What follows belongs to an exercise in optimizing a design on an open flow for small area; a production flow would make more cautious choices. Function was checked by simulation only, so behaviour that the tests miss may differ from the original. No activity file was given, so power comes from the tool's default toggle rates.

**design.v**
```verilog
module rot_encoder
  #(parameter
    BAND_WIDTH = 32)
   (input logic                   sa,
    input logic                   sb,
    output logic [BAND_WIDTH-1:0] count,
    input logic                   clk,
    input logic                   rstn);
   logic [BAND_WIDTH-1:0]         count_r;
   logic [3:0]                    patern;
   logic [1:0]                    sa_q, sb_q;
   always_comb begin
      count  = count_r;
      patern = {sa_q[1], sb_q[1], sa_q[0], sb_q[0]};
   end
   always_ff @(posedge clk) begin
      if(!rstn) begin
         count_r <= 0;
         sa_q    <= 0;
         sb_q    <= 0;
      end
      else begin
         sa_q[1] <= sa_q[0];
         sb_q[1] <= sb_q[0];
         sa_q[0] <= sa;
         sb_q[0] <= sb;
         case(patern)
           4'b0010: count_r <= count_r + 1;
           4'b1011: count_r <= count_r + 1;
           4'b1101: count_r <= count_r + 1;
           4'b0100: count_r <= count_r + 1;
           4'b0001: count_r <= count_r - 1;
           4'b0111: count_r <= count_r - 1;
           4'b1110: count_r <= count_r - 1;
           4'b1000: count_r <= count_r - 1;
           default: count_r <= count_r;
         endcase
      end
   end
endmodule
module pwm_generator
  #(parameter
    BAND_WIDTH       = 32,
    PWM_PERIOD_CYCLE = 1000)
   (input logic [BAND_WIDTH-1:0] width,
    output logic                 pwm,
    input logic                  clk,
    input logic                  rstn);
   logic [BAND_WIDTH-1:0]        count_r;
   always_comb begin
      pwm = (count_r < width) ? 1 : 0;
   end
   always_ff @(posedge clk) begin
      if(!rstn) begin
         count_r <= 0;
      end
      else if(count_r < PWM_PERIOD_CYCLE) begin
         count_r <= count_r + 1;
      end
      else begin
         count_r <= 0;
      end
   end
endmodule
module p_controller
  #(parameter
    BAND_WIDTH         = 32,
    CLK_FREQ           = 100_000_000,
    ONE_ROTATION_PULSE = 630,  
    SAMPLING_RATE      = 100,  
    localparam
    PI_FIXED           = 804,  
    RESOLUTION         = 2 * PI_FIXED * SAMPLING_RATE / ONE_ROTATION_PULSE,
    UPDATE_INTERVAL    = CLK_FREQ / SAMPLING_RATE)
   (input  logic [31:0]           target_rot_v,
    input  logic [31:0]           p_gain,
    input  logic [31:0]           rot_cnt,
    output logic [BAND_WIDTH-1:0] pulse_width,
    input  logic                  clk,
    input  logic                  rstn);
   typedef enum logic [1:0] {STT_GET_ERROR,
                             STT_CALC_TERM,
                             STT_CALC_PULSE,
                             STT_WAIT} p_statetype;
   p_statetype  p_state;
   logic [31:0] cnt_r;
   logic        update_flag;
   logic [31:0] rot_cnt_r;
   logic signed [BAND_WIDTH*2-1:0] pulse_width_r, pulse_width_w;
   logic signed [BAND_WIDTH*2-1:0] rotate_samp_cnt_r;
   logic signed [BAND_WIDTH*2-1:0] error_w;
   logic signed [BAND_WIDTH*2-1:0] error_r, p_error_r;
   logic signed [BAND_WIDTH*2-1:0] p_term_r;
   logic signed [BAND_WIDTH*2-1:0] p_term_w;
   logic [31:0] p_gain_r;
   always_comb begin
      update_flag   = (cnt_r == UPDATE_INTERVAL) ? 1 : 0;
      error_w       = $signed(target_rot_v) - (rotate_samp_cnt_r * $signed(RESOLUTION));
      p_term_w      = ($signed(p_gain_r) * error_r);
      pulse_width_w = pulse_width_r + p_term_r;
      pulse_width   = pulse_width_r;
   end
   always_ff @(posedge clk) begin
      if(!rstn) begin
         p_state           <= STT_WAIT;
         cnt_r             <= 0;
         pulse_width_r     <= 0;
         rotate_samp_cnt_r <= 0;
         rot_cnt_r         <= 0;
         error_r           <= 0;
         p_error_r         <= 0;
         p_term_r          <= 0;
      end
      else begin
         p_gain_r <= p_gain;
         if(update_flag) begin
            cnt_r <= 0;
         end
         else begin
            cnt_r <= cnt_r + 1;
         end
         case(p_state)
           STT_GET_ERROR: begin
              p_error_r <= error_r;
              error_r   <= error_w;
              p_state <= STT_CALC_TERM;
           end
           STT_CALC_TERM: begin
              p_term_r <= p_term_w >>> 16;
              p_state  <= STT_CALC_PULSE;
           end
           STT_CALC_PULSE: begin
              pulse_width_r <= (target_rot_v != 0) ? pulse_width_w : 0;
              p_state       <= STT_WAIT;
           end
           STT_WAIT: begin
              if(update_flag) begin
                 rotate_samp_cnt_r <= $signed(rot_cnt) - $signed(rot_cnt_r);
                 rot_cnt_r         <= rot_cnt;
                 p_state           <= STT_GET_ERROR;
              end
           end
         endcase
      end
   end
endmodule
module motor_ctrl
  #(parameter
    CLK_FREQ = 100_000,
    localparam
    BAND_WIDTH         = 32,
    ONE_ROTATION_PULSE = 630,  
    SAMPLING_RATE      = 100,  
    PWM_PERIOD         = 40,   
    PWM_PERIOD_CYCLE   = (CLK_FREQ / 100_000) * PWM_PERIOD)
   (output logic                  pwm,
    output logic                  dir,
    output logic [BAND_WIDTH-1:0] pulse_width,
    output logic [BAND_WIDTH-1:0] rot_cnt,
    input  logic [31:0]           target_rot_v,
    input  logic [31:0]           p_gain,
    input  logic                  sa,
    input  logic                  sb,
    input  logic                  clk,
    input  logic                  rstn);
   logic [BAND_WIDTH-1:0] pwm_pulse_width;
   pwm_generator #(.BAND_WIDTH(BAND_WIDTH),
                   .PWM_PERIOD_CYCLE(PWM_PERIOD_CYCLE))
   pwm_gen_inst(.width(pwm_pulse_width),
                .pwm(pwm),
                .clk(clk),
                .rstn(rstn));
   rot_encoder #(.BAND_WIDTH(BAND_WIDTH))
   rot_encoder_inst(.sa(sa),
                    .sb(sb),
                    .count(rot_cnt),
                    .clk(clk),
                    .rstn(rstn));
   p_controller #(.BAND_WIDTH(BAND_WIDTH),
                  .CLK_FREQ(CLK_FREQ),
                  .ONE_ROTATION_PULSE(ONE_ROTATION_PULSE),
                  .SAMPLING_RATE(SAMPLING_RATE))
   p_ctrl_inst(.target_rot_v(target_rot_v),
               .p_gain(p_gain),
               .rot_cnt(rot_cnt),
               .pulse_width(pulse_width),
               .clk(clk),
               .rstn(rstn));
   always_comb begin
      dir             = pulse_width[31:31] ? 1'b1 : 1'b0;
      pwm_pulse_width = pulse_width[31:31] ? ~pulse_width : pulse_width;
   end
endmodule
```
**run.sh**
```bash
#!/bin/bash
# synth_recipe.tcl (not shown) runs the flow's synth.tcl, then flattens the netlist and writes it again
# the make line also repeats each setting of config.mk as NAME=value (left out here)
make -C /OpenROAD-flow-scripts/flow DESIGN_CONFIG=/design/flow/config.mk WORK_HOME=/design/flow/orfs CLKGATE_MAP_FILE= SYNTH_SCRIPT=/design/flow/synth_recipe.tcl finish
```
**config.mk**
```make
export PLATFORM = sky130hd
export DESIGN_NAME = motor_ctrl
export DESIGN_NICKNAME = motor_ctrl
export VERILOG_FILES = /design/flow/design.v
export SDC_FILE = /design/flow/constraint.sdc
export NUM_CORES = 4
export LEC_CHECK = 0
export CAP_MARGIN = 20
export CORE_MARGIN = 2
export CORE_UTILIZATION = 45
export PLACE_DENSITY = 0.6
export SLEW_MARGIN = 20
```
**constraint.sdc**
```tcl
create_clock -name core_clock -period 10.0 [get_ports {clk}]
set_input_delay 2.0000 -clock core_clock [delete_from_list [all_inputs] [get_ports {clk}]]
set_output_delay 2.0000 -clock core_clock [all_outputs]
set_load 0.01 [all_outputs]
```
==> reports/qor.txt, run 1 <==
outcome: complete, no violations
routed via count: 39500
Register-to-Register Setup Slack: 1.42 ns
Req. time, crit path: 10.47 ns
clock latency on the worst-skew pair: 0.60 ns
CTS buffer count: 39
Min Hold Slack: 0.448 ns
CTS tree: built
global-route wire length before repair: 230 mm
die width: 353 um
Nets: 7634
GP Congestion: 0.888
buffers plus inverters on the worst setup path: 2
reg2reg start: p_ctrl_inst.p_gain_r[2]
Rows: 128
critical path fanouts, max: 26
Routed WL: 142 mm
fin crit share: 85.8%
Async S/R FF share, synth: 0%
CP dominant cell by count: fa_1
worst-path cell chain: buf_4, nand2_1, fa_1, fa_1, fa_1, fa_1, inv_1, fa_1, fa_1, fa_1, fa_1, ha_1, a21oi_1, o21ai_1, a221o_1, a221oi_1, o21ai_1, a221oi_2, o21ai_2, a31o_2, a21oi_1, xor2_1, o21ai_1
Synth Area in XOR/XNOR: 4.30%
Placed Area: 0.0579 mm^2
drt pass-1 iters: 8
GRT Util Overall: 23.2%
sw frac: 45.8%
Worst Skew: 0.0256 ns
Final Hold Fails: 0
Pleak: 27.7 nW
max-slew violations: 0
IO Count: 134
Critical Path Sink: p_ctrl_inst.p_term_r[27]
synth warn: 4
largest net degree at the start of global routing: 93
drt drc: 0
clock power share: 20.1%
core area: 0.121 mm^2
Reg clk slew, reported paths: 0.06 ns
Internal Power: 3.95 mW
initial antenna violation count: 3
simple-gate area share of the yosys netlist: 15.9%
Crit path depth: 23
Reg2Reg Depth: 23
CTS root buf: clkbuf_16
Worst R2R End: p_ctrl_inst.p_term_r[27]
fin crit period: 8.58 ns
Die H: 353 um
Comb pwr share: 58.6%
P per Cell Area: 123 mW/mm^2
gr ovfl total: 0
synthesized area: 0.0548 mm^2
combinational family with the most area after synthesis: adder cells
Sequential Power Share: 21.3%
clk sinks: 311
IO Port Bufs: 133
Hold Buf Count CTS: 0
Setup crit start: p_ctrl_inst.p_gain_r[2]
CTS HTree Levels: 2
worst slack, placed: 1.50 ns
Peak VDD IR: 0.000141 V
number of max-cap violations: 0
Synth Flop Type: dfxtp_1
post-cts resize count: 0
Post-DP HPWL: 116 mm
setup TNS: 0 ns
Post-Synth Adder-Cell Area: 49.4%
CP delay by family, top: adder cells
Seq cells post-synth: 311
Max clock buf depth: 3
Post-Synthesis Cells: 6052
# Post-CTS Setup Buffers: 0
CP Data Arrival Time: 9.05 ns
NetSw: 3.34 mW
Detail Route Antenna Nets: 0
antenna cell count: 0
multiplexer area fraction after synthesis: 1.06%
compound-gate portion of the synthesized area: 7.45%
Avg Synthesized Cell Area: 9.06 um^2
slowest stage delay, CP: 1.01 ns
critical path class: register to register
Slew headroom: 21.5%
Area Overhead vs Synth: 7.92%
Final Instance Area: 0.0592 mm^2
vias per cell: 5.13
setup violators final: 0
slew at the pin closest to its max-slew limit: 1.18 ns
number of global-route vias before repair: 42800
Starting Density: 45.2%
Worst setup SP type: register
Peak Freq: 117 MHz
full die area: 0.125 mm^2
Hold Path Class: register to register
fraction of layout cells with a size suffix above 1: 2.96%
synth unique cells: 82
Critical Path End Type: register
Detailed Route Iter0 Violations: 1694
RSZ-0062 raised after global routing: no
sequential area share after synthesis: 11.9%
fin worst setup slack: 1.42 ns
Wirelength per Cell: 18.4 um
CP max-delay cell: edfxtp_1
Post-synth EDFFs: 32
==> flip-flops by register name, indices dropped and copies added, names as in the netlist <==
register / cells
p_ctrl_inst.pulse_width_r: 32
rot_encoder_inst.count_r: 32
p_ctrl_inst.p_state: 2
p_ctrl_inst.error_r: 48
p_ctrl_inst.rot_cnt_r: 32
p_ctrl_inst.p_term_r: 32
p_ctrl_inst.cnt_r: 32
p_ctrl_inst.p_gain_r: 32
rot_encoder_inst.sb_q: 2
p_ctrl_inst.rotate_samp_cnt_r: 33
pwm_gen_inst.count_r: 32
rot_encoder_inst.sa_q: 2
==> kinds of logic after synthesis <==
logic type                 Yosys count
other                                1
DFF                                311
xor gates and xnor gates           269
AOI/OAI and AO/OA                  642
adders and majority gates         1508
and+or+nand+nor                   1818
muxes                               58
buffers and inverters             1445
==> through the flow <==
stage                     utilization (%)  power [mW]  std cells
after global placement               47.7        5.83       7642
after detailed placement             47.7        5.89       7642
after global routing                 48.7        7.90       7712
final                                48.7        7.29       7712
after CTS                            48.7        7.41       7712
after floorplan                         -        4.46       6077
==> routing by layer <==
layer  up-vias  wire length (um)  track usage (%)  part of all wire (%)
met3       247              4910             2.07                   3.5
met5         -                 0                0                     0
met2       802             75000             43.2                    53
li1      18500                 -                -                     -
met1     20000             54700             27.2                    39
met4         0              6970             10.1                   4.9
==> area by class of cell <==
cell class	count	area [um^2]
fill	11800	62200
sequential	311	6550
clock inverter	17	165
timing repair buffer	211	1910
tap	1625	2030
inverter	1174	4410
clock buffer	53	1140
multi-input combinational	4321	42900
==> worst min-delay path by stage <==
stage                         startpoint                         to  slack (ns)  cells after the start
6_report       p_ctrl_inst.rot_cnt_r[17]  p_ctrl_inst.rot_cnt_r[17]        0.45                      2
3_5_place_dp    p_ctrl_inst.rot_cnt_r[7]   p_ctrl_inst.rot_cnt_r[7]        0.44                      2
2_1_floorplan    p_ctrl_inst.error_r[47]    p_ctrl_inst.error_r[47]        0.43                      2
3_3_place_gp   p_ctrl_inst.rot_cnt_r[23]  p_ctrl_inst.rot_cnt_r[23]        0.44                      2
5_1_grt        p_ctrl_inst.rot_cnt_r[12]  p_ctrl_inst.rot_cnt_r[12]        0.46                      2
4_1_cts        p_ctrl_inst.rot_cnt_r[17]  p_ctrl_inst.rot_cnt_r[17]        0.45                      2
==> layout by cell type (no fill, tap or decap), types with 24 or more instances in the layout <==
cell type        instances
a211oi_1                29
a21o_1                  88
a21oi_1                239
and2_1                 489
buf_4                   79
clkbuf_16               41
clkdlybuf4s50_1        132
conb_1                  26
dfxtp_1                277
edfxtp_1                32
fa_1                  1095
ha_1                   412
inv_1                 1169
mux2i_1                 57
nand2_1                797
nand2b_1                35
nand3_1                 61
nand4_1                 37
nor2_1                 231
nor2b_1                 34
nor3_1                  33
nor4_1                  24
o21a_1                  24
o21ai_0                 91
o21bai_1                30
xnor2_1                187
xor2_1                  82
==> cells in the mapped netlist, types with 32 or more instances <==
cell      number  area (um^2)
a21oi_1      239         1200
and2_1       490         3070
fa_1        1095        21900
xnor2_1      187         1640
inv_1       1170         4390
xor2_1        82          718
nand4_1       37          231
edfxtp_1      32          961
nand2b_1      35          219
dfxtp_1      279         5590
o21ai_0       91          455
nand2_1      798         3000
nor2_1       233          875
mux2i_1       57          571
a21o_1        88          661
ha_1         413         5170
clkbuf_1     256          961
nor3_1        33          165
nor2b_1       34          213
nand3_1       61          305
==> worst min-delay path, stage by stage, from the launching register on <==
cell,delay [ns]
dfxtp_1,0.30
nand2_1,0.05
a21oi_1,0.05
==> power groups by stage <==
stage / logic [mW] / clock network (mW) / registers (mW)
after detailed placement: 4.32 / 0 / 1.57
after floorplan: 3.00 / 0 / 1.46
final: 4.27 / 1.47 / 1.55
after CTS: 4.34 / 1.52 / 1.55
after global placement: 4.26 / 0 / 1.57
after global routing: 4.78 / 1.55 / 1.57
==> run 2: changes to the inputs <==
==> design.v (replaced) <==
module motor_ctrl
  (output logic        pwm,
   output logic        dir,
   output logic [31:0] pulse_width,
   output logic [31:0] rot_cnt,
   input  logic [31:0] target_rot_v,
   input  logic [31:0] p_gain,
   input  logic        sa,
   input  logic        sb,
   input  logic        clk,
   input  logic        rstn);
   logic       sa_q0, sb_q0, sa_q1, sb_q1;
   logic       en, dn;
   logic [31:0] cnt_r;
   always_comb begin
      en = sa_q1 ^ sb_q1 ^ sa_q0 ^ sb_q0;
      dn = sa_q1 ^ sb_q0;
   end
   logic [9:0] ph;      
   logic       samp;    
   logic [5:0] pc;      
   always_comb begin
      samp = &ph[9:5] & ph[3];       
   end
   logic signed [10:0] dcnt;   
   logic signed [10:0] d_r;    
   logic       t_i, d_i, dm_i, u_i, e_i;
   logic       c1, b2, e_r, c_r, tnz, pend;
   logic [4:0] ti, pi;
   logic [3:0] di, dmi;
   logic       ewin, cwin, awin, ld;
   always_comb begin
      ewin = ~|ph[9:6] & ~(ph[5] & ph[4]);    
      cwin = ~|ph[9:6] & (ph[5] ^ ph[4]);     
      awin = ~|ph[9:5];                       
      ld   = pend & (ph == 10'd49);
      ti   = ph[4:0] | {5{ph[5]}};
      pi   = {~ph[4], ph[3:0]};
      di   = (ph[5:0] >= 6'd10) ? 4'd10 : ph[3:0];
      dmi  = (ph[5:0] >= 6'd18) ? 4'd10 : {ph[4], ph[2:0]};
      t_i  = target_rot_v[ti];
      d_i  = d_r[di];
      dm_i = (ph[5:0] >= 6'd8) ? d_r[dmi] : 1'b0;
      u_i  = t_i ^ d_i ^ c1;
      e_i  = u_i ^ dm_i ^ b2;
   end
   logic [31:0] acc, lo, pw_r;
   logic [32:0] s;
   always_comb begin
      s = {acc[31], acc} + (e_r ? {p_gain[31], p_gain} : 33'd0) + {32'd0, c_r};
   end
   always_ff @(posedge clk) begin
      lo  <= {s[0], lo[31:1]};
      acc <= {s[32] & awin, s[31:1]};
      c1  <= ~samp & ((t_i & d_i) | (t_i & c1) | (d_i & c1));
      b2  <= ~samp & ((~u_i & dm_i) | (~u_i & b2) | (dm_i & b2));
      e_r <= e_i & ewin;
      c_r <= pw_r[pi] & cwin;
      tnz <= ~samp & (tnz | t_i);
      if (samp) d_r <= dcnt;
      if (!rstn) begin
         sa_q0 <= 0; sb_q0 <= 0; sa_q1 <= 0; sb_q1 <= 0;
         cnt_r <= 0;
         ph    <= 0;
         pc    <= 0;
         dcnt  <= 0;
         pend  <= 0;
         pw_r  <= 0;
      end else begin
         sa_q0 <= sa; sb_q0 <= sb; sa_q1 <= sa_q0; sb_q1 <= sb_q0;
         cnt_r <= cnt_r + {{31{en & dn}}, en};
         dcnt  <= (samp ? 11'sd0 : dcnt) + {{10{en & dn}}, en};
         ph    <= samp ? 10'd0 : ph + 10'd1;
         pc    <= (pc[5] & pc[3]) ? 6'd0 : pc + 6'd1;
         pend  <= pend | samp;
         if (ld) pw_r <= tnz ? lo : 32'd0;
      end
   end
   always_comb begin
      rot_cnt     = cnt_r;
      pulse_width = pw_r;
      dir         = pw_r[31];
      pwm         = {26'd0, pc} < (pw_r ^ {32{pw_r[31]}});
   end
endmodule
==> run 2 against run 1 <==
Cell count decreased by 79%. First-iteration DRC count decreased by 70%. Cell area shrank 79%. Largest cell class unchanged. Critical path depth shrank 14. Synthesized area down 81%. Still clean on timing, DRC and antenna. Via count down 77%.
==> reports/qor.txt, run 2 <==
Design Power: 3.07 mW (-58%)
die width: 156 um (-56%)
slew at the pin closest to its max-slew limit: 1.00 ns (-0.177 ns)
Nets: 1419 (-81%)
CTS root buf: clkbuf_16
worst slack, placed: 4.52 ns (+3.02 ns)
outcome: complete, no violations
most numerous cell in the Yosys netlist: dfxtp_1
CP dominant cell by count: o21a_1
global-route wire length before repair: 43.2 mm (-81%)
Hold Path Class: register to register
register area: 0.00363 mm^2 (-45%)
most common cell after layout, fill and taps aside: dfxtp_1
CTS buffer count: 17 (-56%)
synth unique cells: 77 (-6.1%)
Reg clk slew, reported paths: 0.09 ns (+0.03 ns)
Reg2Reg Depth: 12 (-48%)
Req. time, crit path: 8.00 ns (-2.47 ns)
largest net degree at the start of global routing: 92 (-1.1%)
Synth Flop Type: dfxtp_1
P per Cell Area: 245 mW/mm^2 (+99%)
synth warn: 1 (-3)
Max clock buf depth: 2 (-1)
gr ovfl total: 0 (unchanged)
Detail Route Antenna Nets: 0 (unchanged)
initial antenna violation count: 0 (-3)
Die H: 156 um (-56%)
synthesized area: 0.0104 mm^2 (-81%)
drt drc: 0 (unchanged)
Post-DP HPWL: 18.0 mm (-85%)
fin crit share: 51.2% (-35 points)
fraction of layout cells with a size suffix above 1: 6.18% (+3.2 points)
most frequent cells in the layout: dfxtp_1, clkdlybuf4s50_1, nand2_1
post-synth top area share: 31.7% (-8.2 points)
top cell type by total area after synthesis: dfxtp_1
clock latency on the worst-skew pair: 0.44 ns (-0.16 ns)
IO Port Bufs: 133 (unchanged)
slowest stage delay, CP: 0.81 ns (-0.20 ns)
number of global-route vias before repair: 8739 (-80%)
core area: 0.0226 mm^2 (-81%)
Peak Freq: 195 MHz (+68%)
number of max-cap violations: 0 (unchanged)
Min Hold Slack: 0.345 ns (-0.103 ns)
vias per cell: 5.74 (+12%)
IO Count: 134 (unchanged)
RSZ-0062 raised after global routing: no
Hold Buf Count CTS: 0 (unchanged)
Slew headroom: 33.2% (+12 points)
Routed WL: 26.3 mm (-81%)
Area Overhead vs Synth: 20.5%
routed via count: 9155 (-77%)
Worst Skew: 0.0160 ns (-0.00964 ns)
Starting Density: 46.0% (+0.81 points)
Detailed Route Iter0 Violations: 508 (-70%)
Post-synth top cells: dfxtp_1, nand2_1, and2_1, nor2_1, nand3_1
Avg Synthesized Cell Area: 8.60 um^2 (-5.1%)
worst-path cell chain: xnor2_1, ha_1, o21a_1, o21a_1, o21ai_0, nand2b_1, a211oi_1, or4_1, clkdlybuf4s50_1
CTS HTree Levels: 4 (+2)
Critical Path End Type: output port
full die area: 0.0244 mm^2 (-80%)
GP Congestion: 0.864 (-2.7%)
Pleak: 4.78 nW (-83%)
CTS tree: built
Post-synth EDFFs: 11 (-66%)
CP Data Arrival Time: 3.12 ns (-5.93 ns)
setup violators final: 0 (unchanged)
Worst setup SP type: register
Post-Synthesis Cells: 1210 (-80%)
setup TNS: 0 ns (unchanged)
critical path fanouts, max: 16 (-38%)
max-slew violations: 0 (unchanged)
sequential area share after synthesis: 34.9% (+23 points)
Final Hold Fails: 0 (unchanged)
GRT Util Overall: 21.7% (-1.6 points)
area of the multi-input gates: 0.00638 mm^2 (-85%)
Wirelength per Cell: 16.4 um (-10%)
Async S/R FF share, synth: 0% (unchanged)
CP max-delay cell: dfxtp_1
Rows: 55 (-57%)
worst hold path depth: 0 (-2)
clk sinks: 176 (-43%)
fin worst setup slack: 4.88 ns (+3.46 ns)
# Post-CTS Setup Buffers: 0 (unchanged)
antenna cell count: 0 (unchanged)
Seq cells post-synth: 176 (-43%)
Peak VDD IR: 0.000106 V (-25%)
ranking of synthesized cells by area: dfxtp_1, ha_1, xnor2_1
critical path class: register to output port
fin crit period: 5.12 ns (-3.46 ns)
fillers: 2094 (-82%)
post-cts resize count: 0 (unchanged)
drt pass-1 iters: 5 (-3)
-- run 2: final cells by class --
| class | instances | share of cell area (%) |
|---|---|---|
| multi-input cells | 932 | 50.9 |
| repair buffers | 147 | 11.4 |
| well taps | 285 | 2.84 |
| inverters | 24 | 0.719 |
| clock inverters | 15 | 1.77 |
| clock buffers | 17 | 3.39 |
| flip-flops and latches | 176 | 29.0 |
-- run 2: layer usage --
layer,vias up,global-route usage (%),share of wire [%]
met3,28,3.08,3.6
met1,4368,29.9,49
li1,4569,-,-
met5,-,0,0
met4,0,6.29,1.5
met2,190,35.5,46
-- run 2: path summary, 6_finish.rpt --
kind                                from     end  slack [ns]
worst min register to register    lo[17]  lo[16]        0.34
worst max-delay path            pw_r[31]     pwm        4.88
worst min-delay path              lo[17]  lo[16]        0.34
worst max register to register     ph[0]     e_r        6.26
-- run 2: per-stage QoR --
step,utilization (%),instance area (um^2),std cells
global route,55.4,12500,1596
CTS,55.4,12500,1596
finish,55.4,12500,1596
detailed placement,52.5,11900,1564
floorplan,-,10400,1210
global placement,52.5,11900,1564
-- run 2: cell families after synthesis --
logic type,after synthesis,synth area share (%)
XOR/XNOR,82,6.90
AND/OR/NAND/NOR,490,24.8
AO/OA/AOI/OAI,271,17.7
adder cells (fa/ha/maj),53,6.73
multiplexers,36,5.18
buffers and inverters,102,3.85
flip-flops,176,34.9
-- run 2: worst max-delay path: cells and delay by family, from the launching register on --
kind / cells / cell delay (ns)
and+or+nand+nor: 2 / 0.23
DFF: 1 / 0.81
buffers and inverters: 1 / 0.53
adders and majority gates: 1 / 0.29
xor gates and xnor gates: 1 / 0.16
AOI/OAI and AO/OA: 4 / 0.66
-- run 2: power breakdown --
group / switching [mW] / total, mW / internal [mW]
registers: 0.175 / 1.08 / 0.910
logic: 0.670 / 1.28 / 0.611
clock network: 0.356 / 0.706 / 0.350
==> run 3: changes to the inputs <==
--- a/design.v
+++ b/design.v
@@ -16,6 +16,13 @@
       en = sa_q1 ^ sb_q1 ^ sa_q0 ^ sb_q0;
       dn = sa_q1 ^ sb_q0;
    end
+   logic [31:0] cnt_sum, cnt_c;
+   always_comb begin
+      cnt_c[0] = en & ~dn;
+      for (int i = 0; i < 31; i++)
+        cnt_c[i+1] = (cnt_r[i] & (en & dn)) | (cnt_r[i] & cnt_c[i]) | ((en & dn) & cnt_c[i]);
+      cnt_sum = cnt_r ^ {32{en & dn}} ^ cnt_c;
+   end
    logic [9:0] ph;      
    logic       samp;    
    logic [5:0] pc;      
@@ -24,6 +31,14 @@
    end
    logic signed [10:0] dcnt;   
    logic signed [10:0] d_r;    
+   logic [10:0] dc_a, dc_sum, dc_c;
+   always_comb begin
+      dc_a    = samp ? 11'd0 : dcnt;
+      dc_c[0] = en & ~dn;
+      for (int i = 0; i < 10; i++)
+        dc_c[i+1] = (dc_a[i] & (en & dn)) | (dc_a[i] & dc_c[i]) | ((en & dn) & dc_c[i]);
+      dc_sum = dc_a ^ {11{en & dn}} ^ dc_c;
+   end
    logic       t_i, d_i, dm_i, u_i, e_i;
    logic       c1, b2, e_r, c_r, tnz, pend;
    logic [4:0] ti, pi;
@@ -45,9 +60,13 @@
       e_i  = u_i ^ dm_i ^ b2;
    end
    logic [31:0] acc, lo, pw_r;
-   logic [32:0] s;
+   logic [32:0] s, ma, mb, mc;
    always_comb begin
-      s = {acc[31], acc} + (e_r ? {p_gain[31], p_gain} : 33'd0) + {32'd0, c_r};
+      ma = {acc[31], acc};
+      mb = {33{e_r}} & {p_gain[31], p_gain};
+      mc[0] = c_r;
+      for (int i = 0; i < 32; i++) mc[i+1] = (ma[i] & mb[i]) | (ma[i] & mc[i]) | (mb[i] & mc[i]);
+      s = ma ^ mb ^ mc;
    end
    always_ff @(posedge clk) begin
       lo  <= {s[0], lo[31:1]};
@@ -68,8 +87,8 @@
          pw_r  <= 0;
       end else begin
          sa_q0 <= sa; sb_q0 <= sb; sa_q1 <= sa_q0; sb_q1 <= sb_q0;
-         cnt_r <= cnt_r + {{31{en & dn}}, en};
-         dcnt  <= (samp ? 11'sd0 : dcnt) + {{10{en & dn}}, en};
+         cnt_r <= cnt_sum;
+         dcnt  <= dc_sum;
          ph    <= samp ? 10'd0 : ph + 10'd1;
          pc    <= (pc[5] & pc[3]) ? 6'd0 : pc + 6'd1;
          pend  <= pend | samp;
==> run 3 against run 2 <==
Clock power shrank 5.7%. Routed wire length shrank 34%. First-iteration DRC count shrank 49%. Sequential share of layout area grew 5.5 points. Critical path type is now input pin to register. The layout now fails its checks (negative setup slack).
==> reports/qor.txt, run 3 <==
fin worst setup slack: -3.21 ns (-8.10 ns)
Die H: 139 um (-11%)
post-synth top area share: 40.2% (+8.5 points)
routed via count: 5573 (-39%)
Slew headroom: 51.7% (+18 points)
CP dominant cell by count: fa_2
GP Congestion: 0.805 (-6.8%)
RSZ-0062 raised after global routing: yes
Synth Flop Type: dfxtp_1
IO Count: 134 (unchanged)
Reg2Reg Depth: 38 (+26)
full die area: 0.0193 mm^2 (-21%)
sw frac: 30.1% (-9.0 points)
Post-Synth Adder-Cell Area: 20.4% (+14 points)
antenna cell count: 0 (unchanged)
Comb pwr share: 25.3% (-16 points)
setup violators final: 17 (+17)
Detailed Route Iter0 Violations: 260 (-49%)
Post-Synthesis Cells: 721 (-40%)
number of global-route vias before repair: 5927 (-32%)
drt pass-1 iters: 4 (-1)
multiplexer area fraction after synthesis: 5.26% (+0.076 points)
largest net degree at the start of global routing: 87 (-5.4%)
top cell type by total area after synthesis: dfxtp_1
clock power share: 29.4% (+6.4 points)
Nets: 1007 (-29%)
max-slew violations: 0 (unchanged)
min-delay src: lo[15]
critical path fanouts, max: 2 (-14)
global-route wire length before repair: 29.8 mm (-31%)
Peak Freq: 75.7 MHz (-61%)
ranking of synthesized cells by area: dfxtp_1, fa_1, mux4_2
P per Cell Area: 215 mW/mm^2 (-12%)
Sequential Power Share: 45.3% (+10 points)
NetSw: 0.681 mW (-43%)
Rows: 49 (-11%)
Wirelength per Cell: 16.0 um (-3.0%)
Post-DP HPWL: 12.1 mm (-33%)
reg2reg start: sb_q1
critical path class: input pin to register
slew at the pin closest to its max-slew limit: 0.725 ns (-0.276 ns)
drt drc: 0 (unchanged)
fraction of layout cells with a size suffix above 1: 17.3% (+11 points)
Placed Cells: 1059 (-32%)
outcome: complete, but fails checks
number of max-cap violations: 0 (unchanged)
clock latency on the worst-skew pair: 0.43 ns (about the same)
Async S/R FF share, synth: 0% (unchanged)
Final Hold Fails: 0 (unchanged)
Hold Path Class: register to register
CP Data Arrival Time: 13.57 ns (+10.45 ns)
CTS HTree Levels: 4 (unchanged)
Seq cells post-synth: 176 (unchanged)
vias per cell: 5.10 (-11%)
most common cell after layout, fill and taps aside: dfxtp_1
Area Overhead vs Synth: 28.5%
Violated Checks: negative setup slack
combinational family with the most area after synthesis: adder cells
slowest stage delay, CP: 0.37 ns (-0.44 ns)
Internal Power: 1.58 mW (-15%)
synth warn: 1 (unchanged)
clk sinks: 176 (unchanged)
sequential area share after synthesis: 44.3% (+9.3 points)
Critical Path End Type: register
Worst R2R End: cnt_r[31]
Routed WL: 17.4 mm (-34%)
CTS root buf: clkbuf_16
Synth Area in XOR/XNOR: 2.13% (-4.8 points)
GRT Util Overall: 19.3% (-2.4 points)
CP max-delay cell: fa_2
most frequent cells in the layout: dfxtp_1, clkdlybuf4s50_1, fa_2
Starting Density: 45.9% (-0.11 points)
Worst setup SP type: input pin
CTS tree: built
Avg Synthesized Cell Area: 11.4 um^2 (+32%)
Worst Hold End: lo[14]
Worst Skew: 0.0100 ns (-0.00598 ns)
fin crit share: 132% (+81 points)
Peak VDD IR: 0.000145 V (+37%)
Design Power: 2.26 mW (-26%)
Register-to-Register Setup Slack: -1.93 ns (-8.19 ns)
compound-gate portion of the synthesized area: 7.35% (-10 points)
synth unique cells: 60 (-22%)
CTS buffer count: 17 (unchanged)
initial antenna violation count: 0 (unchanged)
Post-synth EDFFs: 11 (unchanged)
Req. time, crit path: 10.35 ns (+2.35 ns)
Reg clk slew, reported paths: 0.07 ns (-0.02 ns)
synthesized area: 0.00821 mm^2 (-21%)
die width: 139 um (-11%)
worst hold path depth: 0 (unchanged)
IO Port Bufs: 133 (unchanged)
core area: 0.0179 mm^2 (-21%)
Detail Route Antenna Nets: 0 (unchanged)
fin crit period: 13.21 ns (+8.10 ns)
Pleak: 3.74 nW (-22%)
Max clock buf depth: 2 (unchanged)
simple-gate area share of the yosys netlist: 16.0% (-8.7 points)
Layout Cells excl Fill: 1092 (-32%)
gr ovfl total: 0 (unchanged)
Post-synth top cells: dfxtp_1, fa_1, nand2_1, nor2b_1, and2_1
most numerous cell in the Yosys netlist: dfxtp_1
[run 3: cell count changes after synthesis, sizes merged, moves of 23 or more]
cell	delta
a21oi	-46
and2	-40
fa	+70
nor3	-38
xnor2	-46
nand2	-40
clkbuf	-43
nand3	-23
nor2b	+32
o21ai	-44
nor2	-49
ha	-34
[run 3: power by group through the flow]
stage          registers [mW]  logic [mW]  clock network (mW)
5_1_grt                  1.05       0.671               0.709
3_3_place_gp             1.03       0.539                   0
6_report                 1.03       0.573               0.666
4_1_cts                  1.03       0.593               0.681
3_5_place_dp             1.04       0.586                   0
2_1_floorplan            1.03       0.351                   0
[run 3: how the worst max path moves through the flow]
stage                    from      end  cells after the start
floorplan           p_gain[0]  acc[30]                     33
global placement    p_gain[0]  acc[31]                     35
detailed placement  p_gain[0]  acc[31]                     35
CTS                 p_gain[0]  acc[31]                     35
global route        p_gain[0]  acc[31]                     35
finish              p_gain[0]  acc[31]                     35
[run 3: logic make-up after synthesis]
family	Yosys count
adder cells (fa/ha/maj)	89
XOR/XNOR	20
AO/OA/AOI/OAI	82
AND/OR/NAND/NOR	246
flip-flops	176
multiplexers	24
buffers and inverters	84
[run 3: layout make-up]
class                      count  area, um^2
fill                        1496        7350
multi-input combinational    461        4410
sequential                   176        3640
timing repair buffer         150        1460
clock buffer                  18         450
tap                          229         287
inverter                      44         165
clock inverter                14         143
[run 3: layer usage]
metal	GRT usage, %	wire (um)	vias to the layer above
met4	5.42	216	0
li1	-	-	2667
met2	30.2	8140	156
met5	0	0	-
met1	25.8	7890	2736
met3	6.32	1170	14
[run 3: timing repair]
action                     4_1_cts  5_1_grt
cloned                           0        0
setup endpoints to repair       19       18
buffers inserted                 0        1
hold buffers                     0        0
resized for setup                8        5
pin swaps                        2        2
hold endpoints to repair         0        0
[run 3: metrics by stage]
step	hold slack, ns	TNS, ns	util, %	cell area (um^2)	setup slack [ns]
finish	0.348	-26.34	58.9	10500	-3.21
floorplan	0.332	-27.11	-	8410	-3.25
CTS	0.347	-26.80	58.8	10500	-3.24
global placement	0.336	-33.40	55.4	9910	-3.80
detailed placement	0.339	-35.64	55.4	9910	-4.05
global route	0.359	-30.38	58.9	10500	-3.42
[run 3: critical path, delay by kind of cell]
| kind | cells | cell delay, ns |
|---|---|---|
| adders and majority gates | 32 | 11.17 |
| buffers and inverters | 1 | 0.09 |
| and+or+nand+nor | 2 | 0.31 |

==> afterwards: timing with drivers on the ports <==
No port has a modelled driver above. Below, the same layouts with a new extraction and two added sets of constraints.
Step 1 assumes that a clkbuf_16 drives the clock port and a buf_2 every other input.
Step 2, shift: input delay + t, output delay - t, t = (earliest + latest rising clock arrival at the registers) / 2. This alone moves slack from input paths to output paths.
a / b / c = ideal ports / drivers / drivers and shift; a / b = the first two.
run | t, ns | slack for setup (ns) | slew at the worst register clock pin (ns) | worst slew at a driven data input, ns | pins driven straight from the clock port
run 1 | 0.663 | 1.422 / 1.422 / 1.422 | 0.07 / 0.07 | 0.10 | 1
run 2 | 0.484 | 4.882 / 4.832 / 4.564 | 0.09 / 0.09 | 0.05 | 1
run 3 | 0.471 | -3.214 / -3.206 / -3.677 | 0.07 / 0.07 | 0.06 | 1
For run 3, which loses most, drivers alone change the setup slack by +0.008 ns; drivers and shift together by -0.463 ns.
